From an optimization exercise on the open Yosys and OpenROAD flow, aimed at small area, a short achievable clock period and few clock cycles; shortcuts taken in it are not production practice. Function was not checked in any run shown here: the RTL went through the layout flow alone. No activity file was given, so power comes from the tool's default toggle rates.

$ cat flow/design.v
`timescale 1ns/100ps
`default_nettype none
module Milestone_1 (
		input logic Clock_50,
		input logic Resetn,
		input logic M1_Start,
		input logic [15:0] SRAM_read_data,
		output logic M1_Finish,
		output logic [15:0] M1_write_data,
		output logic [17:0] M1_address,
		output logic M1_we_n
);
localparam logic [17:0] U_BASE   = 18'd38400;
localparam logic [17:0] V_BASE   = 18'd57600;
localparam logic [17:0] RGB_BASE = 18'd146944;
logic        running;
logic [1:0]  fin_cnt;      
logic        fin_wait;
logic [2:0]  ph;           
logic [7:0]  kk;
logic        lin;          
logic [3:0]  li;           
logic [15:0] ypt;          
logic [17:0] wpt;          
logic ph0, ph1, ph2, ph3, ph4;
assign ph0 = (ph == 3'd0);
assign ph1 = (ph == 3'd1);
assign ph2 = (ph == 3'd2);
assign ph3 = (ph == 3'd3);
assign ph4 = (ph == 3'd4);
logic pair, wait_lead;
assign pair      = (kk >= 8'd2);
assign wait_lead = (kk == 8'd0);
logic l0, l1, l3, l4, l5, l6, l7, l8, l9, l10;
assign l0  = lin & (li == 4'd0);
assign l1  = lin & (li == 4'd1);
assign l3  = lin & (li == 4'd3);
assign l4  = lin & (li == 4'd4);
assign l5  = lin & (li == 4'd5);
assign l6  = lin & (li == 4'd6);
assign l7  = lin & (li == 4'd7);
assign l8  = lin & (li == 4'd8);
assign l9  = lin & (li == 4'd9);
assign l10 = lin & (li == 4'd10);
logic clamp;
assign clamp = (kk >= 8'd158);
logic is_write;
assign is_write = running & pair & (ph0 | ph1 | ph2);
logic uv_rd_slot;
assign uv_rd_slot = ph3 & (kk != 8'd0) & (kk <= 8'd155);
logic rd_u, rd_v, rd_y;
assign rd_u = l0 | l5 | (uv_rd_slot & kk[0]);
assign rd_v = l1 | l6 | ((kk == 8'd1) & ph2) | (uv_rd_slot & ~kk[0]);
assign rd_y = l7 | (ph4 & (kk <= 8'd159));
logic [1:0] uv_off;
assign uv_off = (l0 | l1) ? 2'd0 : (l5 | l6) ? 2'd1 : 2'd2;
logic [17:0] uv_addr;
assign uv_addr = {3'd0, ypt[15:1]} + {2'd0, rd_v ? 8'd225 : 8'd150, 6'd0, uv_off};    
logic row_end, frame_end;
assign row_end   = (kk == 8'd161) & ph2;
assign frame_end = row_end & (ypt == 16'd38400);
always_ff @(posedge Clock_50 or negedge Resetn) begin
	if (!Resetn) begin
		running   <= 1'b0;
		fin_wait  <= 1'b0;
		fin_cnt   <= 2'd0;
		M1_Finish <= 1'b0;
		M1_we_n   <= 1'b1;
		ph        <= 3'd0;
		kk        <= 8'd0;
		lin       <= 1'b0;
		li        <= 4'd0;
		ypt       <= 16'd0;
		wpt       <= RGB_BASE;
	end else begin
		M1_we_n <= ~is_write;
		if (running) begin
			if (frame_end) begin
				running  <= 1'b0;
				fin_wait <= 1'b1;
			end
			if (row_end) begin
				ph <= 3'd0;
				kk <= 8'd0;
			end else if (wait_lead) begin
				if (l9) begin
					ph <= 3'd2;
					kk <= 8'd1;
				end
			end else if (ph4) begin
				ph <= 3'd0;
				kk <= kk + 8'd1;
			end else begin
				ph <= ph + 3'd1;
			end
			if (frame_end) begin
				lin <= 1'b0;
			end else if ((kk == 8'd160) & ph2) begin
				lin <= 1'b1;
				li  <= 4'd0;
			end else if (lin) begin
				li <= li + 4'd1;
				if (li == 4'd10) lin <= 1'b0;
			end
			if (rd_y) ypt <= ypt + 16'd1;
			if (is_write) wpt <= wpt + 18'd1;
		end else if (fin_wait) begin
			fin_cnt <= fin_cnt + 2'd1;
			if (fin_cnt == 2'd1) begin
				M1_Finish <= 1'b1;
				fin_wait  <= 1'b0;
			end
		end else if (M1_Start & ~M1_Finish) begin
			running <= 1'b1;
			lin     <= 1'b1;
			li      <= 4'd0;
		end
	end
end
logic [2:0] ph_n;
always_comb begin
	if (~running | row_end | ph4)
		ph_n = 3'd0;
	else if (wait_lead)
		ph_n = l9 ? 3'd2 : 3'd0;
	else
		ph_n = ph + 3'd1;
end
logic sel_fv, sel_e, sel_f, sel_w0, sel_w1, en_su;
always_ff @(posedge Clock_50) begin
	sel_fv     <= (ph_n == 3'd3);
	en_su      <= (ph_n == 3'd3);
	sel_e      <= (ph_n == 3'd3);
	sel_f      <= (ph_n == 3'd4);
	sel_w0     <= (ph_n == 3'd0);
	sel_w1     <= (ph_n == 3'd1);
end
always_ff @(posedge Clock_50) begin
	if (is_write)
		M1_address <= wpt;
	else if (rd_u | rd_v)
		M1_address <= uv_addr;
	else
		M1_address <= {2'd0, ypt};
end
logic [7:0]  wu0, wu1, wu2, wu3, wu4, wu5;    
logic [7:0]  wv0, wv1, wv2, wv3, wv4, wv5;    
logic [7:0]  pend_h, pend_l;                   
logic [15:0] y_reg;
logic [8:0]  su;                               
logic        nu;                               
logic [7:0]  b0_reg;
wire [7:0] dh = SRAM_read_data[15:8];
wire [7:0] dl = SRAM_read_data[7:0];
logic shift_reg;    
assign shift_reg = pair & ph1;
logic sh_u, sh_v;
assign sh_u = shift_reg | l3 | l4 | l5 | l6 | l8 | l9;
assign sh_v = shift_reg | l4 | l5 | l6 | l7 | l9 | l10;
logic [7:0] u_in, v_in;
always_comb begin
	if (l3 | l8)
		u_in = dh;
	else if (l6 | l9)
		u_in = pend_h;
	else if (clamp | l4 | l5)
		u_in = wu5;
	else if (~kk[0])
		u_in = dh;
	else
		u_in = pend_h;
	if (l4 | l9)
		v_in = dh;
	else if (l7 | l10)
		v_in = pend_l;
	else if (clamp | l5 | l6)
		v_in = wv5;
	else if (~kk[0])
		v_in = pend_h;
	else
		v_in = pend_l;
end
logic ld_pend_h, ld_pend_l, pend_h_dl;
assign pend_h_dl = l3 | l8 | (shift_reg & ~kk[0]);
assign ld_pend_h = pend_h_dl | (shift_reg & kk[0]) | ((kk == 8'd2) & ph0);
assign ld_pend_l = l4 | l9 | (shift_reg & kk[0]) | ((kk == 8'd2) & ph0);
always_ff @(posedge Clock_50) begin
	if (ph2 & ~wait_lead) y_reg <= SRAM_read_data;
	if (sh_u) begin
		wu0 <= wu1; wu1 <= wu2; wu2 <= wu3; wu3 <= wu4; wu4 <= wu5; wu5 <= u_in;
	end
	if (sh_v) begin
		wv0 <= wv1; wv1 <= wv2; wv2 <= wv3; wv3 <= wv4; wv4 <= wv5; wv5 <= v_in;
	end
	if (ld_pend_h) pend_h <= pend_h_dl ? dl : dh;
	if (ld_pend_l) pend_l <= dl;
end
logic [7:0] f0, f1, f2, f3, f4, f5;
assign f0 = sel_fv ? wv0 : wu0;
assign f1 = sel_fv ? wv1 : wu1;
assign f2 = sel_fv ? wv2 : wu2;
assign f3 = sel_fv ? wv3 : wu3;
assign f4 = sel_fv ? wv4 : wu4;
assign f5 = sel_fv ? wv5 : wu5;
wire [8:0] fs1 = {1'b0, f0} + {1'b0, f5};
wire [8:0] fs2 = {1'b0, f1} + {1'b0, f4};
wire [8:0] fs3 = {1'b0, f2} + {1'b0, f3};
logic [9:0] fD13, fD12, fD32;
logic [8:0] fS3;
always_ff @(posedge Clock_50) begin
	fS3  <= fs3;
	fD13 <= {1'b0, fs1} - {1'b0, fs3};
	fD12 <= {1'b0, fs1} - {1'b0, fs2};
	fD32 <= {1'b0, fs3} - {1'b0, fs2};
end
wire [18:0] ftot;
wire ft_w1;
wire ft_w2;
wire ft_w3;
wire ft_w4;
wire ft_w5;
wire ft_w6;
wire ft_w7;
wire ft_w8;
wire ft_w9;
wire ft_w10;
wire ft_w11;
wire ft_w12;
wire ft_w13;
wire ft_w14;
wire ft_w15;
wire ft_w16;
wire ft_w17;
wire ft_w18;
wire ft_w19;
wire ft_w20;
wire ft_w21;
wire ft_w22;
wire ft_w23;
wire ft_w24;
wire ft_w25;
wire ft_w26;
wire ft_w27;
wire ft_w28;
wire ft_w29;
wire ft_w30;
wire ft_w31;
wire ft_w32;
wire ft_w33;
wire ft_w34;
wire ft_w35;
wire ft_w36;
wire ft_w37;
wire ft_w38;
wire ft_w39;
wire ft_w40;
wire ft_w41;
wire ft_w42;
wire ft_w43;
wire ft_w44;
wire ft_w45;
wire ft_w46;
wire ft_w47;
wire ft_w48;
wire ft_w49;
wire ft_w50;
wire ft_w51;
wire ft_w52;
wire ft_w53;
wire ft_w54;
wire ft_w55;
wire ft_w56;
wire ft_w57;
wire ft_w58;
wire ft_w59;
wire ft_w60;
wire ft_w61;
wire ft_w62;
wire ft_w63;
wire ft_w64;
wire ft_w65;
wire ft_w66;
assign {ft_w2, ft_w1} = fD12[5] + fD12[3];
assign {ft_w4, ft_w3} = fD13[8] + fD12[6] + fD12[4];
assign {ft_w6, ft_w5} = fD32[3] + fS3[1];
assign {ft_w8, ft_w7} = fD12[7] + fD12[5] + fD32[4];
assign {ft_w10, ft_w9} = fS3[2] + fD13[9];
assign {ft_w12, ft_w11} = fD12[6] + fD32[5] + fS3[3];
assign {ft_w14, ft_w13} = {~fD13[9]} + {~fD12[8]};
assign {ft_w16, ft_w15} = fD12[7] + fD32[6] + fS3[4];
assign {ft_w18, ft_w17} = fD12[8] + {~fD12[9]};
assign {ft_w20, ft_w19} = fD32[7] + fS3[5];
assign {ft_w22, ft_w21} = fD32[8] + fS3[6];
assign {ft_w24, ft_w23} = fD13[5] + fD12[3];
assign {ft_w26, ft_w25} = fD13[6] + fD12[4] + fD12[2];
assign {ft_w28, ft_w27} = fD32[2] + fS3[0] + ft_w1;
assign {ft_w30, ft_w29} = fD13[7] + ft_w2 + ft_w3;
assign {ft_w32, ft_w31} = ft_w4 + ft_w6 + ft_w7;
assign {ft_w34, ft_w33} = ft_w8 + ft_w10 + ft_w11;
assign {ft_w36, ft_w35} = ft_w12 + ft_w14 + ft_w15;
assign {ft_w38, ft_w37} = ft_w16 + ft_w18 + ft_w19;
assign {ft_w40, ft_w39} = fD12[8] + ft_w20 + ft_w21;
assign {ft_w42, ft_w41} = fS3[7] + ft_w22;
assign {ft_w44, ft_w43} = fD13[4] + fD12[2];
assign {ft_w46, ft_w45} = fD12[1] + fD32[0] + ft_w23;
assign {ft_w48, ft_w47} = fD32[1] + ft_w24 + ft_w25;
assign {ft_w50, ft_w49} = ft_w26 + ft_w27 + {~fD13[7]};
assign {ft_w52, ft_w51} = ft_w5 + ft_w28 + ft_w29;
assign {ft_w54, ft_w53} = ft_w9 + ft_w30 + ft_w31;
assign {ft_w56, ft_w55} = ft_w13 + ft_w32 + ft_w33;
assign {ft_w58, ft_w57} = ft_w17 + ft_w34 + ft_w35;
assign {ft_w60, ft_w59} = ft_w36 + ft_w37 + {~fD12[8]};
assign {ft_w62, ft_w61} = ft_w38 + ft_w39 + {~fD12[9]};
assign {ft_w64, ft_w63} = ft_w40 + ft_w41 + {~fD32[9]};
assign {ft_w66, ft_w65} = ft_w42 + {~fS3[8]};
wire [18:0] ft_ra = {{~fS3[8]}, {~fS3[8]}, {~fS3[8]}, ft_w64, ft_w62, ft_w60, ft_w58, ft_w56, ft_w54, ft_w52, ft_w50, ft_w48, ft_w46, ft_w44, fD12[0], fD13[3], fD13[2], fD13[1], fD13[0]};
wire [18:0] ft_rb = {1'b0, 1'b0, ft_w66, ft_w65, ft_w63, ft_w61, ft_w59, ft_w57, ft_w55, ft_w53, ft_w51, ft_w49, ft_w47, ft_w45, ft_w43, fD12[1], fD12[0], 1'b0, 1'b0};
assign ftot = ft_ra + ft_rb;
always_ff @(posedge Clock_50) begin
	if (en_su) begin
		su <= ftot[16:8];
		nu <= ftot[18];
	end
end
logic [7:0] ly;
logic [8:0] lu, lv;
logic       lnu, lnv, hnu, hnv;
always_ff @(posedge Clock_50) begin
	if (sel_e) begin
		ly  <= y_reg[15:8];
		lu  <= {1'b0, wu2};
		lv  <= {1'b0, wv2};
		lnu <= 1'b0;
		lnv <= 1'b0;
	end else begin
		ly  <= y_reg[7:0];
		lu  <= su;
		lnu <= nu;
		if (sel_f) begin
			lv  <= ftot[16:8];
			lnv <= ftot[18];
		end
	end
	hnu <= lnu;
	hnv <= lnv;
end
logic pnu, pnv;
assign pnu = hnu;
assign pnv = hnv;
wire [20:0] r_lsum;
wire rlo_w1;
wire rlo_w2;
wire rlo_w3;
wire rlo_w4;
wire rlo_w5;
wire rlo_w6;
wire rlo_w7;
wire rlo_w8;
wire rlo_w9;
wire rlo_w10;
wire rlo_w11;
wire rlo_w12;
wire rlo_w13;
wire rlo_w14;
wire rlo_w15;
wire rlo_w16;
wire rlo_w17;
wire rlo_w18;
wire rlo_w19;
wire rlo_w20;
wire rlo_w21;
wire rlo_w22;
wire rlo_w23;
wire rlo_w24;
wire rlo_w25;
wire rlo_w26;
wire rlo_w27;
wire rlo_w28;
wire rlo_w29;
wire rlo_w30;
wire rlo_w31;
wire rlo_w32;
wire rlo_w33;
wire rlo_w34;
wire rlo_w35;
wire rlo_w36;
wire rlo_w37;
wire rlo_w38;
wire rlo_w39;
wire rlo_w40;
wire rlo_w41;
wire rlo_w42;
wire rlo_w43;
wire rlo_w44;
wire rlo_w45;
wire rlo_w46;
wire rlo_w47;
wire rlo_w48;
wire rlo_w49;
wire rlo_w50;
wire rlo_w51;
wire rlo_w52;
wire rlo_w53;
wire rlo_w54;
wire rlo_w55;
wire rlo_w56;
wire rlo_w57;
wire rlo_w58;
wire rlo_w59;
wire rlo_w60;
wire rlo_w61;
wire rlo_w62;
wire rlo_w63;
wire rlo_w64;
wire rlo_w65;
wire rlo_w66;
wire rlo_w67;
wire rlo_w68;
wire rlo_w69;
wire rlo_w70;
wire rlo_w71;
wire rlo_w72;
wire rlo_w73;
wire rlo_w74;
wire rlo_w75;
wire rlo_w76;
wire rlo_w77;
wire rlo_w78;
wire rlo_w79;
wire rlo_w80;
wire rlo_w81;
wire rlo_w82;
wire rlo_w83;
wire rlo_w84;
wire rlo_w85;
wire rlo_w86;
wire rlo_w87;
wire rlo_w88;
wire rlo_w89;
wire rlo_w90;
wire rlo_w91;
wire rlo_w92;
wire rlo_w93;
wire rlo_w94;
wire rlo_w95;
wire rlo_w96;
wire rlo_w97;
wire rlo_w98;
wire rlo_w99;
wire rlo_w100;
wire rlo_w101;
wire rlo_w102;
wire rlo_w103;
wire rlo_w104;
wire rlo_w105;
wire rlo_w106;
wire rlo_w107;
wire rlo_w108;
wire rlo_w109;
wire rlo_w110;
wire rlo_w111;
wire rlo_w112;
wire rlo_w113;
wire rlo_w114;
wire rlo_w115;
wire rlo_w116;
wire rlo_w117;
wire rlo_w118;
assign {rlo_w2, rlo_w1} = ly[4] + ly[2];
assign {rlo_w4, rlo_w3} = ly[5] + ly[3];
assign {rlo_w6, rlo_w5} = ly[4] + ly[2] + lv[8];
assign {rlo_w8, rlo_w7} = ly[5] + ly[3] + ly[0];
assign {rlo_w10, rlo_w9} = lv[3] + ly[6];
assign {rlo_w12, rlo_w11} = ly[6] + ly[4] + ly[1];
assign {rlo_w14, rlo_w13} = lv[4] + lv[0] + ly[7];
assign {rlo_w16, rlo_w15} = lv[5] + lv[3] + lv[0];
assign {rlo_w18, rlo_w17} = lv[6] + lv[4] + lv[1];
assign {rlo_w20, rlo_w19} = {~ly[6]} + {~lv[8]};
assign {rlo_w22, rlo_w21} = ly[0] + lv[7] + lv[5];
assign {rlo_w24, rlo_w23} = lv[2] + {~ly[7]};
assign {rlo_w26, rlo_w25} = ly[1] + lv[8] + lv[6];
assign {rlo_w28, rlo_w27} = ly[0] + lv[7] + lv[4];
assign {rlo_w30, rlo_w29} = ly[1] + lv[8] + lv[5];
assign {rlo_w32, rlo_w31} = ly[2] + {~lv[1]};
assign {rlo_w34, rlo_w33} = ly[0] + lv[6] + lv[0];
assign {rlo_w36, rlo_w35} = ly[3] + rlo_w1 + {~lv[2]};
assign {rlo_w38, rlo_w37} = ly[1] + lv[7] + lv[1];
assign {rlo_w40, rlo_w39} = rlo_w2 + rlo_w3 + {~lv[3]};
assign {rlo_w42, rlo_w41} = lv[2] + rlo_w4 + rlo_w5;
assign {rlo_w44, rlo_w43} = lv[4] + lv[0] + ly[6];
assign {rlo_w46, rlo_w45} = rlo_w6 + rlo_w7 + rlo_w9;
assign {rlo_w48, rlo_w47} = lv[5] + lv[1] + ly[7];
assign {rlo_w50, rlo_w49} = rlo_w8 + rlo_w10 + rlo_w11;
assign {rlo_w52, rlo_w51} = rlo_w13 + {~lv[6]} + {~lv[2]};
assign {rlo_w54, rlo_w53} = lv[1] + {~ly[1]};
assign {rlo_w56, rlo_w55} = lv[2] + lv[0] + {~ly[2]};
assign {rlo_w58, rlo_w57} = lv[3] + lv[1] + {~ly[3]};
assign {rlo_w60, rlo_w59} = lv[4] + lv[2] + ly[4];
assign {rlo_w62, rlo_w61} = ly[5] + rlo_w15 + {~lv[7]};
assign {rlo_w64, rlo_w63} = rlo_w16 + rlo_w17 + rlo_w19;
assign {rlo_w66, rlo_w65} = rlo_w18 + rlo_w20 + rlo_w21;
assign {rlo_w68, rlo_w67} = lv[3] + rlo_w22 + rlo_w24;
assign {rlo_w70, rlo_w69} = rlo_w26 + rlo_w27 + {~lv[0]};
assign {rlo_w72, rlo_w71} = rlo_w28 + rlo_w29 + rlo_w31;
assign {rlo_w74, rlo_w73} = rlo_w30 + rlo_w32 + rlo_w33;
assign {rlo_w76, rlo_w75} = rlo_w34 + rlo_w36 + rlo_w37;
assign {rlo_w78, rlo_w77} = rlo_w38 + rlo_w40 + rlo_w41;
assign {rlo_w80, rlo_w79} = rlo_w42 + rlo_w45 + {~rlo_w44};
assign {rlo_w82, rlo_w81} = rlo_w46 + rlo_w49 + rlo_w51;
assign {rlo_w84, rlo_w83} = rlo_w12 + rlo_w14 + rlo_w50;
assign {rlo_w86, rlo_w85} = lv[0] + ly[0];
assign {rlo_w88, rlo_w87} = rlo_w53 + {~lv[3]} + {~ly[0]};
assign {rlo_w90, rlo_w89} = rlo_w54 + rlo_w55 + {~lv[4]};
assign {rlo_w92, rlo_w91} = rlo_w56 + rlo_w57 + {~lv[5]};
assign {rlo_w94, rlo_w93} = rlo_w58 + rlo_w59 + {~lv[6]};
assign {rlo_w96, rlo_w95} = rlo_w60 + rlo_w61 + {~ly[4]};
assign {rlo_w98, rlo_w97} = rlo_w62 + rlo_w63 + {~ly[5]};
assign {rlo_w100, rlo_w99} = rlo_w23 + rlo_w64 + rlo_w65;
assign {rlo_w102, rlo_w101} = rlo_w25 + rlo_w66 + rlo_w67;
assign {rlo_w104, rlo_w103} = rlo_w68 + rlo_w69 + {~ly[2]};
assign {rlo_w106, rlo_w105} = rlo_w70 + rlo_w71 + {~ly[3]};
assign {rlo_w108, rlo_w107} = rlo_w35 + rlo_w72 + rlo_w73;
assign {rlo_w110, rlo_w109} = rlo_w39 + rlo_w74 + rlo_w75;
assign {rlo_w112, rlo_w111} = rlo_w76 + rlo_w77 + {~rlo_w43};
assign {rlo_w114, rlo_w113} = rlo_w78 + rlo_w79 + {~rlo_w47};
assign {rlo_w116, rlo_w115} = rlo_w80 + rlo_w81 + {~rlo_w48};
assign {rlo_w118, rlo_w117} = rlo_w52 + rlo_w82 + rlo_w83;
wire [20:0] rlo_ra = {1'b0, rlo_w84, rlo_w116, rlo_w114, rlo_w112, rlo_w110, rlo_w108, rlo_w106, rlo_w104, rlo_w102, rlo_w100, rlo_w98, rlo_w96, rlo_w94, rlo_w92, rlo_w90, rlo_w88, rlo_w86, {~lv[2]}, {~lv[1]}, lv[0]};
wire [20:0] rlo_rb = {1'b0, rlo_w118, rlo_w117, rlo_w115, rlo_w113, rlo_w111, rlo_w109, rlo_w107, rlo_w105, rlo_w103, rlo_w101, rlo_w99, rlo_w97, rlo_w95, rlo_w93, rlo_w91, rlo_w89, rlo_w87, rlo_w85, {~lv[0]}, 1'b0};
assign r_lsum = rlo_ra + rlo_rb;
logic [2:0] r_cy;
always_ff @(posedge Clock_50) r_cy <= r_lsum[20:18];
logic [1:0] r_lb;
always_ff @(posedge Clock_50) r_lb <= r_lsum[17:16];
wire [8:0] r_hpre;
wire rhi_w1;
wire rhi_w2;
wire rhi_w3;
wire rhi_w4;
wire rhi_w5;
wire rhi_w6;
wire rhi_w7;
wire rhi_w8;
wire rhi_w9;
wire rhi_w10;
wire rhi_w11;
wire rhi_w12;
wire rhi_w13;
wire rhi_w14;
wire rhi_w15;
wire rhi_w16;
wire rhi_w17;
wire rhi_w18;
wire rhi_w19;
wire rhi_w20;
wire rhi_w21;
wire rhi_w22;
wire rhi_w23;
wire rhi_w24;
wire rhi_w25;
wire rhi_w26;
wire rhi_w27;
wire rhi_w28;
wire rhi_w29;
wire rhi_w30;
wire rhi_w31;
wire rhi_w32;
wire rhi_w33;
wire rhi_w34;
wire rhi_w35;
wire rhi_w36;
wire rhi_w37;
wire rhi_w38;
wire rhi_w39;
wire rhi_w40;
wire rhi_w41;
wire rhi_w42;
wire rhi_w43;
wire rhi_w44;
wire rhi_w45;
wire rhi_w46;
assign {rhi_w2, rhi_w1} = ly[7] + ly[5];
assign {rhi_w4, rhi_w3} = ly[6] + ly[3];
assign {rhi_w6, rhi_w5} = ly[2] + lv[5] + lv[1];
assign {rhi_w8, rhi_w7} = lv[6] + lv[2] + rhi_w2;
assign {rhi_w10, rhi_w9} = rhi_w3 + {~lv[8]};
assign {rhi_w12, rhi_w11} = ly[4] + lv[7] + lv[3];
assign {rhi_w14, rhi_w13} = rhi_w4 + {~lv[5]} + {~ly[7]};
assign {rhi_w16, rhi_w15} = ly[5] + lv[8] + lv[4];
assign {rhi_w18, rhi_w17} = ly[7] + {~lv[6]};
assign {rhi_w20, rhi_w19} = ly[6] + lv[5];
assign {rhi_w22, rhi_w21} = rhi_w1 + rhi_w5;
assign {rhi_w24, rhi_w23} = rhi_w6 + rhi_w7 + rhi_w9;
assign {rhi_w26, rhi_w25} = rhi_w8 + rhi_w10 + rhi_w11;
assign {rhi_w28, rhi_w27} = rhi_w12 + rhi_w14 + rhi_w15;
assign {rhi_w30, rhi_w29} = rhi_w16 + rhi_w18 + rhi_w19;
assign {rhi_w32, rhi_w31} = ly[7] + lv[6] + rhi_w20;
assign {rhi_w34, rhi_w33} = rhi_w21 + {~lv[7]};
assign {rhi_w36, rhi_w35} = rhi_w22 + rhi_w23 + {~lv[4]};
assign {rhi_w38, rhi_w37} = rhi_w13 + rhi_w24 + rhi_w25;
assign {rhi_w40, rhi_w39} = rhi_w17 + rhi_w26 + rhi_w27;
assign {rhi_w42, rhi_w41} = rhi_w28 + rhi_w29 + {~lv[7]};
assign {rhi_w44, rhi_w43} = rhi_w30 + rhi_w31 + {~lv[8]};
assign {rhi_w46, rhi_w45} = lv[7] + rhi_w32;
wire [8:0] rhi_ra = {{~lv[8]}, {~lv[8]}, rhi_w44, rhi_w42, rhi_w40, rhi_w38, rhi_w36, rhi_w34, {~lv[3]}};
wire [8:0] rhi_rb = {1'b0, rhi_w46, rhi_w45, rhi_w43, rhi_w41, rhi_w39, rhi_w37, rhi_w35, rhi_w33};
assign r_hpre = rhi_ra + rhi_rb;
logic [8:0] r_hreg;
always_ff @(posedge Clock_50) r_hreg <= r_hpre;
wire [8:0] r_hsum = r_hreg + {6'd0, r_cy};
wire [10:0] r_sum = {r_hsum, r_lb};
wire [21:0] g_lsum;
wire glo_w1;
wire glo_w2;
wire glo_w3;
wire glo_w4;
wire glo_w5;
wire glo_w6;
wire glo_w7;
wire glo_w8;
wire glo_w9;
wire glo_w10;
wire glo_w11;
wire glo_w12;
wire glo_w13;
wire glo_w14;
wire glo_w15;
wire glo_w16;
wire glo_w17;
wire glo_w18;
wire glo_w19;
wire glo_w20;
wire glo_w21;
wire glo_w22;
wire glo_w23;
wire glo_w24;
wire glo_w25;
wire glo_w26;
wire glo_w27;
wire glo_w28;
wire glo_w29;
wire glo_w30;
wire glo_w31;
wire glo_w32;
wire glo_w33;
wire glo_w34;
wire glo_w35;
wire glo_w36;
wire glo_w37;
wire glo_w38;
wire glo_w39;
wire glo_w40;
wire glo_w41;
wire glo_w42;
wire glo_w43;
wire glo_w44;
wire glo_w45;
wire glo_w46;
wire glo_w47;
wire glo_w48;
wire glo_w49;
wire glo_w50;
wire glo_w51;
wire glo_w52;
wire glo_w53;
wire glo_w54;
wire glo_w55;
wire glo_w56;
wire glo_w57;
wire glo_w58;
wire glo_w59;
wire glo_w60;
wire glo_w61;
wire glo_w62;
wire glo_w63;
wire glo_w64;
wire glo_w65;
wire glo_w66;
wire glo_w67;
wire glo_w68;
wire glo_w69;
wire glo_w70;
wire glo_w71;
wire glo_w72;
wire glo_w73;
wire glo_w74;
wire glo_w75;
wire glo_w76;
wire glo_w77;
wire glo_w78;
wire glo_w79;
wire glo_w80;
wire glo_w81;
wire glo_w82;
wire glo_w83;
wire glo_w84;
wire glo_w85;
wire glo_w86;
wire glo_w87;
wire glo_w88;
wire glo_w89;
wire glo_w90;
wire glo_w91;
wire glo_w92;
wire glo_w93;
wire glo_w94;
wire glo_w95;
wire glo_w96;
wire glo_w97;
wire glo_w98;
wire glo_w99;
wire glo_w100;
wire glo_w101;
wire glo_w102;
wire glo_w103;
wire glo_w104;
wire glo_w105;
wire glo_w106;
wire glo_w107;
wire glo_w108;
wire glo_w109;
wire glo_w110;
wire glo_w111;
wire glo_w112;
wire glo_w113;
wire glo_w114;
wire glo_w115;
wire glo_w116;
wire glo_w117;
wire glo_w118;
wire glo_w119;
wire glo_w120;
wire glo_w121;
wire glo_w122;
wire glo_w123;
wire glo_w124;
wire glo_w125;
wire glo_w126;
wire glo_w127;
wire glo_w128;
wire glo_w129;
wire glo_w130;
wire glo_w131;
wire glo_w132;
wire glo_w133;
wire glo_w134;
wire glo_w135;
wire glo_w136;
wire glo_w137;
wire glo_w138;
wire glo_w139;
wire glo_w140;
wire glo_w141;
wire glo_w142;
assign {glo_w2, glo_w1} = ly[7] + ly[5] + ly[3];
assign {glo_w4, glo_w3} = ly[6] + ly[4];
assign {glo_w6, glo_w5} = ly[3] + ly[1];
assign {glo_w8, glo_w7} = ly[4] + ly[2] + ly[0];
assign {glo_w10, glo_w9} = lu[0] + {~lu[8]};
assign {glo_w12, glo_w11} = ly[5] + ly[3] + ly[1];
assign {glo_w14, glo_w13} = lu[1] + lv[0];
assign {glo_w16, glo_w15} = ly[4] + ly[2] + lu[2];
assign {glo_w18, glo_w17} = lv[1] + {~lu[5]} + {~lu[0]};
assign {glo_w20, glo_w19} = ly[0] + lu[3] + lv[2];
assign {glo_w22, glo_w21} = ly[6] + glo_w1 + {~lu[6]};
assign {glo_w24, glo_w23} = {~lu[1]} + {~lv[4]};
assign {glo_w26, glo_w25} = ly[1] + lu[4] + lv[3];
assign {glo_w28, glo_w27} = glo_w2 + glo_w3 + {~lu[7]};
assign {glo_w30, glo_w29} = lu[2] + lv[5] + lv[1];
assign {glo_w32, glo_w31} = lu[2] + {~ly[3]};
assign {glo_w34, glo_w33} = lu[3] + {~ly[4]} + {~lu[1]};
assign {glo_w36, glo_w35} = lu[4] + {~ly[5]} + {~lu[2]};
assign {glo_w38, glo_w37} = lu[5] + ly[6] + {~lu[3]};
assign {glo_w40, glo_w39} = ly[0] + lu[6] + ly[7];
assign {glo_w42, glo_w41} = {~lu[4]} + {~lv[4]};
assign {glo_w44, glo_w43} = ly[1] + lu[7] + {~lu[5]};
assign {glo_w46, glo_w45} = lu[0] + lv[5] + ly[7];
assign {glo_w48, glo_w47} = ly[0] + lu[8] + {~lu[6]};
assign {glo_w50, glo_w49} = lu[1] + lv[6] + ly[2];
assign {glo_w52, glo_w51} = ly[2] + glo_w5 + {~lu[7]};
assign {glo_w54, glo_w53} = lu[2] + lv[7] + lv[0];
assign {glo_w56, glo_w55} = glo_w6 + glo_w7 + glo_w9;
assign {glo_w58, glo_w57} = lu[3] + lv[8] + lv[1];
assign {glo_w60, glo_w59} = glo_w8 + glo_w10 + glo_w11;
assign {glo_w62, glo_w61} = glo_w13 + {~lu[4]} + {~lv[2]};
assign {glo_w64, glo_w63} = glo_w12 + glo_w14 + glo_w15;
assign {glo_w66, glo_w65} = glo_w17 + {~lv[3]} + {~ly[6]};
assign {glo_w68, glo_w67} = glo_w16 + glo_w18 + glo_w19;
assign {glo_w70, glo_w69} = glo_w21 + glo_w23 + {~lv[0]};
assign {glo_w72, glo_w71} = glo_w20 + glo_w22 + glo_w24;
assign {glo_w74, glo_w73} = glo_w25 + glo_w27 + {~glo_w29};
assign {glo_w76, glo_w75} = glo_w4 + glo_w26 + glo_w28;
assign {glo_w78, glo_w77} = lu[0] + {~ly[1]};
assign {glo_w80, glo_w79} = lu[1] + {~ly[2]};
assign {glo_w82, glo_w81} = glo_w31 + {~lu[0]} + {~lv[5]};
assign {glo_w84, glo_w83} = glo_w32 + glo_w33 + {~lv[6]};
assign {glo_w86, glo_w85} = glo_w34 + glo_w35 + {~lv[7]};
assign {glo_w88, glo_w87} = glo_w36 + glo_w37 + {~lv[8]};
assign {glo_w90, glo_w89} = glo_w38 + glo_w39 + glo_w41;
assign {glo_w92, glo_w91} = glo_w40 + glo_w42 + glo_w43;
assign {glo_w94, glo_w93} = glo_w44 + glo_w47 + {~glo_w46};
assign {glo_w96, glo_w95} = glo_w48 + glo_w51 + {~glo_w50};
assign {glo_w98, glo_w97} = glo_w52 + glo_w55 + {~glo_w54};
assign {glo_w100, glo_w99} = glo_w56 + glo_w59 + glo_w61;
assign {glo_w102, glo_w101} = glo_w60 + glo_w62 + glo_w63;
assign {glo_w104, glo_w103} = glo_w64 + glo_w66 + glo_w67;
assign {glo_w106, glo_w105} = glo_w68 + glo_w70 + glo_w71;
assign {glo_w108, glo_w107} = glo_w72 + glo_w74 + glo_w75;
assign {glo_w110, glo_w109} = glo_w77 + {~lv[3]};
assign {glo_w112, glo_w111} = glo_w78 + glo_w79 + {~lv[4]};
assign {glo_w114, glo_w113} = glo_w80 + glo_w81 + {~lv[0]};
assign {glo_w116, glo_w115} = glo_w82 + glo_w83 + {~lv[1]};
assign {glo_w118, glo_w117} = glo_w84 + glo_w85 + {~lv[2]};
assign {glo_w120, glo_w119} = glo_w86 + glo_w87 + {~lv[3]};
assign {glo_w122, glo_w121} = glo_w88 + glo_w89 + {~ly[6]};
assign {glo_w124, glo_w123} = glo_w90 + glo_w91 + {~glo_w45};
assign {glo_w126, glo_w125} = glo_w92 + glo_w93 + {~glo_w49};
assign {glo_w128, glo_w127} = glo_w94 + glo_w95 + {~glo_w53};
assign {glo_w130, glo_w129} = glo_w96 + glo_w97 + {~glo_w57};
assign {glo_w132, glo_w131} = glo_w98 + glo_w99 + {~glo_w58};
assign {glo_w134, glo_w133} = glo_w65 + glo_w100 + glo_w101;
assign {glo_w136, glo_w135} = glo_w69 + glo_w102 + glo_w103;
assign {glo_w138, glo_w137} = glo_w73 + glo_w104 + glo_w105;
assign {glo_w140, glo_w139} = glo_w106 + glo_w107 + {~glo_w30};
assign {glo_w142, glo_w141} = glo_w76 + glo_w108;
wire [21:0] glo_ra = {1'b0, glo_w142, glo_w140, glo_w138, glo_w136, glo_w134, glo_w132, glo_w130, glo_w128, glo_w126, glo_w124, glo_w122, glo_w120, glo_w118, glo_w116, glo_w114, glo_w112, glo_w110, {~ly[0]}, ly[0], {~lv[1]}, lv[0]};
wire [21:0] glo_rb = {1'b0, 1'b0, glo_w141, glo_w139, glo_w137, glo_w135, glo_w133, glo_w131, glo_w129, glo_w127, glo_w125, glo_w123, glo_w121, glo_w119, glo_w117, glo_w115, glo_w113, glo_w111, glo_w109, {~lv[2]}, {~lv[0]}, 1'b0};
assign g_lsum = glo_ra + glo_rb;
logic [3:0] g_cy;
always_ff @(posedge Clock_50) g_cy <= g_lsum[21:18];
logic [1:0] g_lb;
always_ff @(posedge Clock_50) g_lb <= g_lsum[17:16];
wire [8:0] g_hpre;
wire ghi_w1;
wire ghi_w2;
wire ghi_w3;
wire ghi_w4;
wire ghi_w5;
wire ghi_w6;
wire ghi_w7;
wire ghi_w8;
wire ghi_w9;
wire ghi_w10;
wire ghi_w11;
wire ghi_w12;
wire ghi_w13;
wire ghi_w14;
wire ghi_w15;
wire ghi_w16;
wire ghi_w17;
wire ghi_w18;
wire ghi_w19;
wire ghi_w20;
wire ghi_w21;
wire ghi_w22;
wire ghi_w23;
wire ghi_w24;
wire ghi_w25;
wire ghi_w26;
wire ghi_w27;
wire ghi_w28;
wire ghi_w29;
wire ghi_w30;
wire ghi_w31;
wire ghi_w32;
wire ghi_w33;
wire ghi_w34;
wire ghi_w35;
wire ghi_w36;
wire ghi_w37;
wire ghi_w38;
wire ghi_w39;
wire ghi_w40;
wire ghi_w41;
wire ghi_w42;
wire ghi_w43;
wire ghi_w44;
wire ghi_w45;
wire ghi_w46;
wire ghi_w47;
wire ghi_w48;
wire ghi_w49;
wire ghi_w50;
wire ghi_w51;
wire ghi_w52;
wire ghi_w53;
wire ghi_w54;
wire ghi_w55;
wire ghi_w56;
wire ghi_w57;
wire ghi_w58;
wire ghi_w59;
wire ghi_w60;
assign {ghi_w2, ghi_w1} = ly[7] + ly[5] + ly[2];
assign {ghi_w4, ghi_w3} = lu[5] + lv[4];
assign {ghi_w6, ghi_w5} = ly[6] + ly[3] + lu[6];
assign {ghi_w8, ghi_w7} = lv[5] + {~lu[4]};
assign {ghi_w10, ghi_w9} = ly[7] + ly[4] + lu[7];
assign {ghi_w12, ghi_w11} = lv[6] + {~lu[5]};
assign {ghi_w14, ghi_w13} = lu[8] + lv[7];
assign {ghi_w16, ghi_w15} = ghi_w1 + ghi_w3 + {~lu[8]};
assign {ghi_w18, ghi_w17} = ghi_w2 + ghi_w4 + ghi_w5;
assign {ghi_w20, ghi_w19} = ghi_w7 + {~lv[7]};
assign {ghi_w22, ghi_w21} = ghi_w6 + ghi_w8 + ghi_w9;
assign {ghi_w24, ghi_w23} = ghi_w11 + {~lv[8]} + {~lv[4]};
assign {ghi_w26, ghi_w25} = ghi_w10 + ghi_w12 + ghi_w13;
assign {ghi_w28, ghi_w27} = lu[6] + lv[5] + ly[5];
assign {ghi_w30, ghi_w29} = lv[8] + ly[5] + ghi_w14;
assign {ghi_w32, ghi_w31} = lu[7] + lv[6] + ly[6];
assign {ghi_w34, ghi_w33} = ly[7] + ly[6] + {~lu[8]};
assign {ghi_w36, ghi_w35} = ghi_w15 + {~lu[3]};
assign {ghi_w38, ghi_w37} = ghi_w16 + ghi_w17 + ghi_w19;
assign {ghi_w40, ghi_w39} = ghi_w18 + ghi_w20 + ghi_w21;
assign {ghi_w42, ghi_w41} = ghi_w22 + ghi_w24 + ghi_w25;
assign {ghi_w44, ghi_w43} = ghi_w26 + ghi_w29 + {~ghi_w28};
assign {ghi_w46, ghi_w45} = ghi_w30 + ghi_w33 + {~lv[7]};
assign {ghi_w48, ghi_w47} = ghi_w35 + {~lv[6]};
assign {ghi_w50, ghi_w49} = ghi_w36 + ghi_w37 + {~lv[3]};
assign {ghi_w52, ghi_w51} = ghi_w23 + ghi_w38 + ghi_w39;
assign {ghi_w54, ghi_w53} = ghi_w40 + ghi_w41 + {~ghi_w27};
assign {ghi_w56, ghi_w55} = ghi_w42 + ghi_w43 + {~ghi_w31};
assign {ghi_w58, ghi_w57} = ghi_w44 + ghi_w45 + {~ghi_w32};
assign {ghi_w60, ghi_w59} = lv[8] + ghi_w34 + ghi_w46;
wire [8:0] ghi_ra = {1'b1, {~lv[8]}, ghi_w58, ghi_w56, ghi_w54, ghi_w52, ghi_w50, ghi_w48, {~lv[2]}};
wire [8:0] ghi_rb = {1'b0, ghi_w60, ghi_w59, ghi_w57, ghi_w55, ghi_w53, ghi_w51, ghi_w49, ghi_w47};
assign g_hpre = ghi_ra + ghi_rb;
logic [8:0] g_hreg;
always_ff @(posedge Clock_50) g_hreg <= g_hpre;
wire [8:0] g_hsum = g_hreg + {5'd0, g_cy};
wire [10:0] g_sum = {g_hsum, g_lb};
wire [20:0] b_lsum;
wire blo_w1;
wire blo_w2;
wire blo_w3;
wire blo_w4;
wire blo_w5;
wire blo_w6;
wire blo_w7;
wire blo_w8;
wire blo_w9;
wire blo_w10;
wire blo_w11;
wire blo_w12;
wire blo_w13;
wire blo_w14;
wire blo_w15;
wire blo_w16;
wire blo_w17;
wire blo_w18;
wire blo_w19;
wire blo_w20;
wire blo_w21;
wire blo_w22;
wire blo_w23;
wire blo_w24;
wire blo_w25;
wire blo_w26;
wire blo_w27;
wire blo_w28;
wire blo_w29;
wire blo_w30;
wire blo_w31;
wire blo_w32;
wire blo_w33;
wire blo_w34;
wire blo_w35;
wire blo_w36;
wire blo_w37;
wire blo_w38;
wire blo_w39;
wire blo_w40;
wire blo_w41;
wire blo_w42;
wire blo_w43;
wire blo_w44;
wire blo_w45;
wire blo_w46;
wire blo_w47;
wire blo_w48;
wire blo_w49;
wire blo_w50;
wire blo_w51;
wire blo_w52;
wire blo_w53;
wire blo_w54;
wire blo_w55;
wire blo_w56;
wire blo_w57;
wire blo_w58;
wire blo_w59;
wire blo_w60;
wire blo_w61;
wire blo_w62;
wire blo_w63;
wire blo_w64;
wire blo_w65;
wire blo_w66;
wire blo_w67;
wire blo_w68;
wire blo_w69;
wire blo_w70;
wire blo_w71;
wire blo_w72;
wire blo_w73;
wire blo_w74;
wire blo_w75;
wire blo_w76;
wire blo_w77;
wire blo_w78;
wire blo_w79;
wire blo_w80;
wire blo_w81;
wire blo_w82;
wire blo_w83;
wire blo_w84;
wire blo_w85;
wire blo_w86;
wire blo_w87;
wire blo_w88;
wire blo_w89;
wire blo_w90;
wire blo_w91;
wire blo_w92;
wire blo_w93;
wire blo_w94;
wire blo_w95;
wire blo_w96;
wire blo_w97;
wire blo_w98;
wire blo_w99;
wire blo_w100;
wire blo_w101;
wire blo_w102;
wire blo_w103;
wire blo_w104;
wire blo_w105;
wire blo_w106;
assign {blo_w2, blo_w1} = lu[2] + lu[0] + ly[5];
assign {blo_w4, blo_w3} = lu[3] + lu[1] + {~ly[6]};
assign {blo_w6, blo_w5} = {~lu[8]} + {~lu[6]};
assign {blo_w8, blo_w7} = ly[0] + lu[4] + lu[2];
assign {blo_w10, blo_w9} = {~ly[7]} + {~lu[7]};
assign {blo_w12, blo_w11} = lu[5] + lu[3] + lu[0];
assign {blo_w14, blo_w13} = {~lu[8]} + {~ly[1]};
assign {blo_w16, blo_w15} = ly[2] + ly[0] + lu[6];
assign {blo_w18, blo_w17} = lu[4] + lu[1] + ly[1];
assign {blo_w20, blo_w19} = ly[3] + ly[1] + lu[7];
assign {blo_w22, blo_w21} = lu[5] + lu[2];
assign {blo_w24, blo_w23} = ly[4] + ly[2] + ly[0];
assign {blo_w26, blo_w25} = lu[8] + lu[6] + lu[3];
assign {blo_w28, blo_w27} = ly[5] + ly[3] + ly[1];
assign {blo_w30, blo_w29} = lu[7] + lu[4];
assign {blo_w32, blo_w31} = ly[6] + ly[4] + ly[2];
assign {blo_w34, blo_w33} = lu[8] + lu[5];
assign {blo_w36, blo_w35} = ly[5] + ly[3] + ly[0];
assign {blo_w38, blo_w37} = lu[6] + {~ly[7]};
assign {blo_w40, blo_w39} = ly[4] + ly[1] + lu[7];
assign {blo_w42, blo_w41} = lu[0] + ly[7] + {~ly[6]};
assign {blo_w44, blo_w43} = {~ly[2]} + {~lu[4]};
assign {blo_w46, blo_w45} = lu[0] + {~ly[3]} + {~lu[5]};
assign {blo_w48, blo_w47} = lu[1] + ly[4] + {~lu[6]};
assign {blo_w50, blo_w49} = blo_w1 + {~lu[7]} + {~lu[5]};
assign {blo_w52, blo_w51} = blo_w2 + blo_w3 + blo_w5;
assign {blo_w54, blo_w53} = blo_w4 + blo_w6 + blo_w7;
assign {blo_w56, blo_w55} = blo_w8 + blo_w10 + blo_w11;
assign {blo_w58, blo_w57} = blo_w12 + blo_w14 + blo_w15;
assign {blo_w60, blo_w59} = blo_w16 + blo_w18 + blo_w19;
assign {blo_w62, blo_w61} = blo_w20 + blo_w22 + blo_w23;
assign {blo_w64, blo_w63} = blo_w24 + blo_w26 + blo_w27;
assign {blo_w66, blo_w65} = blo_w28 + blo_w30 + blo_w31;
assign {blo_w68, blo_w67} = blo_w32 + blo_w34 + blo_w35;
assign {blo_w70, blo_w69} = blo_w36 + blo_w38 + blo_w39;
assign {blo_w72, blo_w71} = ly[6] + blo_w40;
assign {blo_w74, blo_w73} = {~ly[0]} + {~lu[2]};
assign {blo_w76, blo_w75} = ly[1] + {~lu[3]} + {~lu[1]};
assign {blo_w78, blo_w77} = blo_w43 + {~lu[2]} + {~ly[1]};
assign {blo_w80, blo_w79} = blo_w44 + blo_w45 + {~lu[3]};
assign {blo_w82, blo_w81} = blo_w46 + blo_w47 + {~lu[4]};
assign {blo_w84, blo_w83} = blo_w48 + blo_w49 + {~ly[4]};
assign {blo_w86, blo_w85} = blo_w50 + blo_w51 + {~ly[5]};
assign {blo_w88, blo_w87} = blo_w9 + blo_w52 + blo_w53;
assign {blo_w90, blo_w89} = blo_w13 + blo_w54 + blo_w55;
assign {blo_w92, blo_w91} = blo_w17 + blo_w56 + blo_w57;
assign {blo_w94, blo_w93} = blo_w21 + blo_w58 + blo_w59;
assign {blo_w96, blo_w95} = blo_w25 + blo_w60 + blo_w61;
assign {blo_w98, blo_w97} = blo_w29 + blo_w62 + blo_w63;
assign {blo_w100, blo_w99} = blo_w33 + blo_w64 + blo_w65;
assign {blo_w102, blo_w101} = blo_w37 + blo_w66 + blo_w67;
assign {blo_w104, blo_w103} = blo_w41 + blo_w68 + blo_w69;
assign {blo_w106, blo_w105} = blo_w42 + blo_w70 + blo_w71;
wire [20:0] blo_ra = {1'b0, blo_w72, blo_w104, blo_w102, blo_w100, blo_w98, blo_w96, blo_w94, blo_w92, blo_w90, blo_w88, blo_w86, blo_w84, blo_w82, blo_w80, blo_w78, blo_w76, blo_w74, {~lu[0]}, {~lu[1]}, lu[0]};
wire [20:0] blo_rb = {1'b0, blo_w106, blo_w105, blo_w103, blo_w101, blo_w99, blo_w97, blo_w95, blo_w93, blo_w91, blo_w89, blo_w87, blo_w85, blo_w83, blo_w81, blo_w79, blo_w77, blo_w75, blo_w73, {~lu[0]}, 1'b0};
assign b_lsum = blo_ra + blo_rb;
logic [2:0] b_cy;
always_ff @(posedge Clock_50) b_cy <= b_lsum[20:18];
logic [1:0] b_lb;
always_ff @(posedge Clock_50) b_lb <= b_lsum[17:16];
wire [8:0] b_hpre;
wire bhi_w1;
wire bhi_w2;
wire bhi_w3;
wire bhi_w4;
wire bhi_w5;
wire bhi_w6;
wire bhi_w7;
wire bhi_w8;
wire bhi_w9;
wire bhi_w10;
wire bhi_w11;
wire bhi_w12;
wire bhi_w13;
wire bhi_w14;
wire bhi_w15;
wire bhi_w16;
wire bhi_w17;
wire bhi_w18;
wire bhi_w19;
wire bhi_w20;
wire bhi_w21;
wire bhi_w22;
assign {bhi_w2, bhi_w1} = ly[7] + ly[5];
assign {bhi_w4, bhi_w3} = ly[2] + lu[8];
assign {bhi_w6, bhi_w5} = ly[3] + lu[2] + bhi_w2;
assign {bhi_w8, bhi_w7} = ly[7] + ly[4] + lu[3];
assign {bhi_w10, bhi_w9} = lu[1] + bhi_w1;
assign {bhi_w12, bhi_w11} = bhi_w4 + bhi_w5 + {~ly[6]};
assign {bhi_w14, bhi_w13} = ly[6] + bhi_w6 + bhi_w7;
assign {bhi_w16, bhi_w15} = lu[4] + bhi_w8 + {~ly[5]};
assign {bhi_w18, bhi_w17} = lu[5] + ly[5] + {~ly[6]};
assign {bhi_w20, bhi_w19} = lu[6] + ly[6] + {~ly[7]};
assign {bhi_w22, bhi_w21} = lu[7] + ly[7];
wire [8:0] bhi_ra = {{~lu[8]}, {~lu[8]}, bhi_w20, bhi_w18, bhi_w16, bhi_w14, bhi_w12, bhi_w10, bhi_w3};
wire [8:0] bhi_rb = {1'b0, bhi_w22, bhi_w21, bhi_w19, bhi_w17, bhi_w15, bhi_w13, bhi_w11, bhi_w9};
assign b_hpre = bhi_ra + bhi_rb;
logic [8:0] b_hreg;
always_ff @(posedge Clock_50) b_hreg <= b_hpre;
wire [8:0] b_hsum = b_hreg + {6'd0, b_cy};
wire [10:0] b_sum = {b_hsum, b_lb};
function automatic [7:0] clip(input logic [10:0] s, input logic neg);
	if (neg | s[10])
		clip = 8'd0;
	else if (|s[9:8])
		clip = 8'd255;
	else
		clip = s[7:0];
endfunction
logic [7:0] r_px, g_px, b_px;
assign r_px = clip(r_sum, pnv);
assign g_px = clip(g_sum, pnu | pnv);
assign b_px = clip(b_sum, pnu);
always_ff @(posedge Clock_50) begin
	b0_reg <= b_px;
	if (sel_w0)
		M1_write_data <= {r_px, g_px};
	else if (sel_w1)
		M1_write_data <= {b0_reg, r_px};
	else
		M1_write_data <= {g_px, b_px};
end
endmodule
$ cat flow/flow/run.sh
#!/bin/bash
# Standard layout, but with timing repair aiming for extra setup slack
# (the clock period and constraints stay the design's).
set -euo pipefail
MARGIN=${MARGIN:-8}
bash standard.sh SETUP_SLACK_MARGIN=$MARGIN finish > standard_flow.log 2>&1
$ cat flow/standard.sh
#!/bin/bash
# synth_recipe.tcl (not shown) runs the flow's synth.tcl, then flattens the netlist and writes it again
# the make line also repeats each setting of config.mk as NAME=value (left out here)
make -C /OpenROAD-flow-scripts/flow DESIGN_CONFIG=/design/flow/config.mk WORK_HOME=/design/flow/orfs CLKGATE_MAP_FILE= SYNTH_SCRIPT=/design/flow/synth_recipe.tcl "${@:-finish}"
$ cat flow/config.mk
export PLATFORM = sky130hd
export DESIGN_NAME = Milestone_1
export DESIGN_NICKNAME = Milestone_1
export VERILOG_FILES = /design/flow/design.v
export SDC_FILE = /design/flow/constraint.sdc
export NUM_CORES = 4
export LEC_CHECK = 0
export CAP_MARGIN = 20
export CORE_MARGIN = 2
export CORE_UTILIZATION = 40
export PLACE_DENSITY = 0.6
export SLEW_MARGIN = 20
$ cat flow/constraint.sdc
create_clock -name core_clock -period 12.0 [get_ports {Clock_50}]
set_input_delay 2.4000 -clock core_clock [delete_from_list [all_inputs] [get_ports {Clock_50}]]
set_output_delay 2.4000 -clock core_clock [all_outputs]
set_load 0.01 [all_outputs]
==> results of run 1 <==
==> timing repair <==
action                     4_1_cts  5_1_grt
cloned                           0        1
pin swaps                       34       29
setup endpoints to repair       44       32
gates resized for setup         65       77
buffers inserted                83       40
==> through the flow <==
step / utilization / cells / power, W
finish: 0.477 / 3227 / 0.00268
global route: 0.477 / 3227 / 0.00276
CTS: 0.466 / 3186 / 0.00271
detailed placement: 0.428 / 3029 / 0.00138
global placement: 0.428 / 3029 / 0.00139
floorplan: - / 2229 / 0.00132
==> worst paths after layout <==
path                            endpoint  cells after the start    from
worst max-delay path             g_cy[3]                     16   ly[3]
worst min-delay path                 hnu                      0     lnu
worst max register to register   g_cy[3]                     16   ly[3]
worst min register to register       hnu                      0     lnu
max in group asynchronous          kk[2]                      2  Resetn
min in group asynchronous        wpt[16]                      2  Resetn
==> area by class of cell <==
class                           instances  share of cell area
Tap cell                              782              0.0340
Clock buffer                           49              0.0388
Sequential cell                       350               0.306
Multi-Input combinational cell       1443               0.501
Timing Repair Buffer                  181              0.0566
Inverter                              397              0.0535
Clock inverter                         25              0.0102
==> critical path: stages (launching register included) <==
cell	delay, ps
dfxtp_4	400
buf_6	140
ha_1	270
inv_1	50
fa_1	490
inv_1	60
fa_1	490
inv_1	50
fa_1	470
inv_1	60
ha_4	260
a211oi_2	170
o21a_1	220
nor4b_4	320
o31ai_4	120
a21o_1	180
and2_1	150
==> cells by family (layout without fill, tap and decap cells) <==
kind of cell / Yosys count / count (layout)
fa+ha+maj: 466 / 466
mux: 94 / 94
simple gates: 406 / 406
compound gates: 340 / 340
flops: 350 / 350
buf+inv: 436 / 652
xor+xnor: 137 / 137
==> per-layer routing <==
metal | part of all wire | wire, um | GRT usage | up-vias
li1 | - | - | - | 7838
met1 | 0.45 | 27300 | 0.258 | 8104
met2 | 0.48 | 29000 | 0.333 | 355
met3 | 0.040 | 2390 | 0.0236 | 109
met4 | 0.030 | 1790 | 0.0616 | 0
met5 | 0 | 0 | 0 | -
==> power groups by stage <==
| stage | registers (W) | logic, W | clock network [W] |
|---|---|---|---|
| final | 0.00127 | 0.0000845 | 0.00132 |
| after global routing | 0.00127 | 0.0000914 | 0.00139 |
| after CTS | 0.00127 | 0.0000863 | 0.00135 |
| after detailed placement | 0.00130 | 0.0000861 | 0 |
| after global placement | 0.00130 | 0.0000873 | 0 |
| after floorplan | 0.00131 | 0.0000100 | 0 |
==> synth_stat cells, types with 32 or more instances <==
library cell  count  share of area
nand3_1          35         0.0072
ha_1            239           0.12
fa_1            227           0.19
nand2_1          98          0.015
edfxtp_1        146           0.18
dfxtp_1         148           0.12
a21o_1           44          0.014
xor2_1           60          0.022
xnor2_1          77          0.028
clkbuf_1         32         0.0049
a21oi_1          94          0.019
mux2_2           85          0.039
o21ai_0          80          0.016
dfrtp_1          49          0.050
inv_1           396          0.061
nor2_1          102          0.016
==> layout by cell type (no fill, tap or decap), types with 12 or more instances in the layout <==
cell type	instances
xnor2_1	75
inv_1	371
nor2_1	98
o211ai_1	12
nand2_1	95
edfxtp_1	146
ha_4	13
fa_1	217
a21oi_1	79
dfrtp_1	49
nor3_1	29
buf_4	109
nand3_1	32
xor2_1	60
nand4_1	24
dfxtp_1	128
nor2b_1	28
and3_1	16
clkdlybuf4s50_1	52
mux2_2	85
ha_1	225
a31oi_1	12
clkinvlp_4	17
o21ai_0	73
clkbuf_16	44
a21o_1	44
nand2b_1	19
dfxtp_4	17
inv_2	12
a21oi_2	16
==> reports/results.tsv, run 1 <==
metric	value	unit
Max-cap violations	0	
minimum clock period	4030	ps
Post-synth EDFFs	146	
DRT Wirelength	60.5	mm
largest net degree at the start of global routing	57	
Num CTS Buffers	41	
Worst Setup Path Type	reg2reg	
Buffers on Ports	54	
mux cell area share after synthesis	0.0429	
max_slew headroom	0.301	
CTS Hold Buffers Added	0	
vias in the first global route	17200	
die area	63000	um2
DRT iter0 DRCs	862	
DR DRC count	0	
r2r setup slk	7970	ps
Comb pwr share	0.032	
Post-DP Area	25800	um2
GP Congestion	0.893	
row count	90	
Overall Global Routing Usage	0.195	
hpwl dp	45.4	mm
Worst Path Required	12460	ps
Worst-Margin Slew	1040	ps
Post-synth top flop	dfxtp_1	
unrepaired setup endpoints after global routing	yes	
via count	16400	
async set or reset register ratio after synthesis	0.160	
post-place setup slack	7090	ps
syn nets	2714	
crit end category	flop	
fillers	5499	
first-pass GRT wire length	95.7	mm
total negative slack	0	ps
CP Max Fanout	7	
# IOs	55	
Final period util	0.336	
largest family of logic cells by synthesized area	adder cells	
area occupied by registers	8820	um2
Top Registers	M1_address x18, wpt x18	
core box area	60400	um2
ANT nets after route	0	
share of layout cells above drive strength 1	0.171	
Mean Syn Cell Area	11.0	um2
Netlist cell types	78	
Layout Nets	2899	
worst vdd ir	0.0952	mV
ANT cells	0	
YS warnings	1	
area growth from synthesis to layout	18.0	%
CTS H-tree depth	2	
post-DR wirelength/cell	18.8	um
Reg clk slew, reported paths	60	ps
clk latency of the worst-skew pair	570	ps
Clock power frac	0.494	
initial core utilization	0.404	
final worst setup slack	7970	ps
GRT overflow	0	
hold_ws	327	ps
initial antenna violation count	0	
Die W	251	um
sequential-to-total area share from yosys stat	0.359	
post-route cell area	28800	um2
adder-cell share of the synthesized area	0.309	
Slew Viols, Final	0	
area of the multi-input gates	14400	um2
net switching power	0.000567	W
setup violators final	0	
Worst Hold Class	reg2reg	
Seq pwr share	0.474	
synthesized instance count	2229	
critical path data arrival time	4490	ps
status	no timing/DRC/antenna violations	
clk root buf	clkbuf_16	
Cell Int Power	0.00211	W
switching share of power	0.212	
Max Freq	248	MHz
Simple-Gate Fraction of Synth Area	0.0836	
Final Hold Fails	0	
CTS tree	done	
CTS sink cnt	350	
Synth Area in Compound Gates	0.0890	
Startpoint Class	flop	
1st-pass router iterations	7	
synthesized cell area	24400	um2
CTS Buffer Depth	3	
Via density	5.08	
PD cells	92.9	nW/um2
worst clock skew	21.9	ps
number of synthesized register bits	350	
Synth Area in XOR/XNOR	0.0492	
Pleak	13.1	nW
die height	251	um
==> run 2: changes to the inputs <==
==> flow/flow/run.sh (replaced) <==
#!/bin/bash
# Standard layout with two changes to how it is made (the clock period and
# constraints stay the design's): timing repair aims for extra setup slack,
# and the port buffers are plain buffers (buf_2) rather than the resizer's
# default pick.
set -euo pipefail
MARGIN=${MARGIN:-8}
bash standard.sh SETUP_SLACK_MARGIN=$MARGIN "BUFFER_PORTS_ARGS=-buffer_cell sky130_fd_sc_hd__buf_2" finish > standard_flow.log 2>&1
==> run 2 against run 1 <==
Effect of this change: sequential share of layout area rose by 0.55 points; hold slack improved by 5.0 ps; total power fell by 5.4%; largest cell class unchanged; design area fell by 1.8%; still clean; utilization fell by 0.86 points.
==> reports/results.tsv, run 2 <==
metric	value	unit
CP Max Fanout	3	
Die W	251	um
GP Congestion	0.897	
sequential-to-total area share from yosys stat	0.359	
die height	251	um
Post-DP Area	25600	um2
PD cells	89.5	nW/um2
top post-synthesis cells by area	fa_1, edfxtp_1, ha_1	
die area	63000	um2
Worst Hold Class	reg2reg	
most common cell after layout, fill and taps aside	inv_1	
crit end category	flop	
initial antenna violation count	1	
switching share of power	0.217	
CTS Buffer Depth	3	
Final period util	0.341	
number of synthesized register bits	350	
CP max stage cell	fa_2	
row count	90	
Pleak	13.0	nW
largest net degree at the start of global routing	57	
max_slew headroom	0.295	
post-DR wirelength/cell	18.8	um
initial core utilization	0.404	
vias in the first global route	17300	
DRT iter0 DRCs	979	
Tot Pwr	0.00253	W
Worst-Margin Slew	1050	ps
commonest cells after routing, fill and taps aside	inv_1, ha_1, fa_1, edfxtp_1, dfxtp_1	
Reg clk slew, reported paths	60	ps
clk root buf	clkbuf_16	
most numerous cell in the Yosys netlist	inv_1	
Post-synth top cells	inv_1, ha_1, fa_1	
Mean Syn Cell Area	11.0	um2
Cell Int Power	0.00198	W
CTS H-tree depth	2	
top cell type's share of synthesized area	0.186	
setup violators final	0	
YS warnings	1	
clk latency of the worst-skew pair	590	ps
final core occ	0.469	
final worst setup slack	7900	ps
Reg2Reg Capture Point	g_cy[2]	
critical path data arrival time	4550	ps
Num CTS Buffers	40	
Netlist cell types	78	
via count	16400	
Max-cap violations	0	
hpwl dp	45.3	mm
Worst Path Required	12450	ps
Top Registers	M1_address x18, wpt x18	
Seq pwr share	0.501	
syn nets	2714	
crit-path cells	buf_4, fa_2, inv_2, fa_2, fa_1, fa_1, inv_1, ha_4, o21ai_1, o21a_1, nor4b_4, o31ai_4, a21o_1, xor2_1	
Overall Global Routing Usage	0.195	
r2r worst-path depth	14	
Post-synth EDFFs	146	
Clock power frac	0.476	
total negative slack	0	ps
CTS sink cnt	350	
CTS Hold Buffers Added	0	
Worst Setup EP	g_cy[2]	
synthesized instance count	2229	
area growth from synthesis to layout	15.9	%
Via density	5.11	
async set or reset register ratio after synthesis	0.160	
worst r2r src	ly[3]	
synthesized cell area	24400	um2
net switching power	0.000549	W
worst vdd ir	0.123	mV
Buffers on Ports	54	
post-place setup slack	7140	ps
core box area	60400	um2
ANT cells	0	
worst clock skew	27.8	ps
Worst path max stage delay	550	ps
# IOs	55	
Final Hold Fails	0	
DR DRC count	0	
Max Freq	244	MHz
Worst Setup Path Type	reg2reg	
Comb pwr share	0.023	
CTS tree	done	
first-pass GRT wire length	96.0	mm
fillers	5511	
ANT nets after route	0	
1st-pass router iterations	5	
share of layout cells above drive strength 1	0.184	
status	no timing/DRC/antenna violations	
top cell type by total area after synthesis	fa_1	
minimum clock period	4100	ps
Post-synth top flop	dfxtp_1	
Startpoint Class	flop	
r2r setup slk	7900	ps
post-route cell area	28300	um2
crit path from	ly[3]	
Layout Nets	2882	
GRT overflow	0	
Slew Viols, Final	0	
unrepaired setup endpoints after global routing	yes	
DRT Wirelength	60.3	mm
run 2: changes by cell type in the layout (fill, tap and decap cells not counted), sizes merged:
cell           before  now
clkbuf             50   60
inv               387  381
clkinv              9   10
dlygate4sd2         1    0
bufbuf              0    1
bufinv              6    1
clkinvlp           20   17
buf               127  164
clkdlybuf4s50      52    0
run 2: area by class of cell:
class | count | area [um2] | share of cell area
Timing Repair Buffer | 165 | 1230 | 0.0433
Sequential cell | 350 | 8820 | 0.312
Inverter | 397 | 1550 | 0.0549
Tap cell | 782 | 978 | 0.0346
Multi-Input combinational cell | 1443 | 14400 | 0.510
Clock inverter | 12 | 139 | 0.00491
Clock buffer | 60 | 1160 | 0.0409
run 2: worst min-delay path by stage:
stage	to	cells past startpoint	start	slack, ps
floorplan	hnu	0	lnu	310
global placement	hnu	0	lnu	330
detailed placement	hnu	0	lnu	320
CTS	hnu	0	lnu	340
global route	hnu	0	lnu	350
finish	hnu	0	lnu	330
run 2: logic make-up after synthesis:
family                   Yosys count  share of synthesized area
AO/OA/AOI/OAI                    340                     0.0890
XOR/XNOR                         137                     0.0492
flip-flops                       350                      0.359
buffers and inverters            436                     0.0679
AND/OR/NAND/NOR                  406                     0.0836
multiplexers                      94                     0.0429
adder cells (fa/ha/maj)          466                      0.309
run 2: metrics by stage:
step	instances	hold WS, ps
finish	3209	332
global route	3209	348
CTS	3187	337
detailed placement	3030	323
global placement	3030	328
floorplan	2229	310
run 2: critical path: cells and delay by family, from the launching register on:
family | cells | cell delay [ps]
adder cells (fa/ha/maj) | 5 | 2260
AO/OA/AOI/OAI | 4 | 570
flip-flops | 1 | 380
AND/OR/NAND/NOR | 1 | 310
buffers and inverters | 3 | 290
XOR/XNOR | 1 | 160
run 2: per-layer routing:
layer / vias to the layer above / part of all wire / global-route usage
li1: 7797 / - / -
met1: 8209 / 0.45 / 0.255
met2: 314 / 0.49 / 0.339
met3: 74 / 0.039 / 0.0271
met4: 0 / 0.021 / 0.0505
met5: - / 0 / 0
run 2: power by group through the flow:
stage	logic (W)	registers (W)	clock network, W
floorplan	0.0000100	0.00131	0
global placement	0.0000590	0.00130	0
detailed placement	0.0000585	0.00130	0
CTS	0.0000586	0.00127	0.00124
global route	0.0000631	0.00127	0.00129
finish	0.0000572	0.00127	0.00121
run 2: what timing repair did:
action                                  in CTS  in global routing
endpoints found under the setup margin      42                 34
cloned                                       1                  0
buffers inserted                            84                 22
pin swaps                                   21                 35
hold endpoints to repair                     0                  0
resized for setup                           77                 56

==> port drivers added, routing unchanged <==
How much do the figures lean on ideal ports? The routed layouts below were timed once more, with nothing changed but the port constraints.
Step 1 sets driving cells, clkbuf_16 on the clock port and buf_2 on the other inputs (assumed; they add their load-dependent delay and slew).
Step 2, shift: input delay + t, output delay - t, t = (earliest + latest rising clock arrival at the registers) / 2. This alone moves slack from input paths to output paths.
a / b / c = ideal / step 1 / step 2; a / b = the first two.
run | t (ns) | setup slack, ns | hold slack, ns | slew at the worst register clock pin (ns) | worst slew at a driven data input, ns
run 1 | 0.619 | 7.968 / 7.968 / 7.968 | 0.327 / 0.327 / 0.327 | 0.07 / 0.07 | 0.05
run 2 | 0.631 | 7.903 / 7.903 / 7.903 | 0.332 / 0.332 / 0.332 | 0.07 / 0.07 | 0.04
After both steps setup and hold are still met in every run listed.
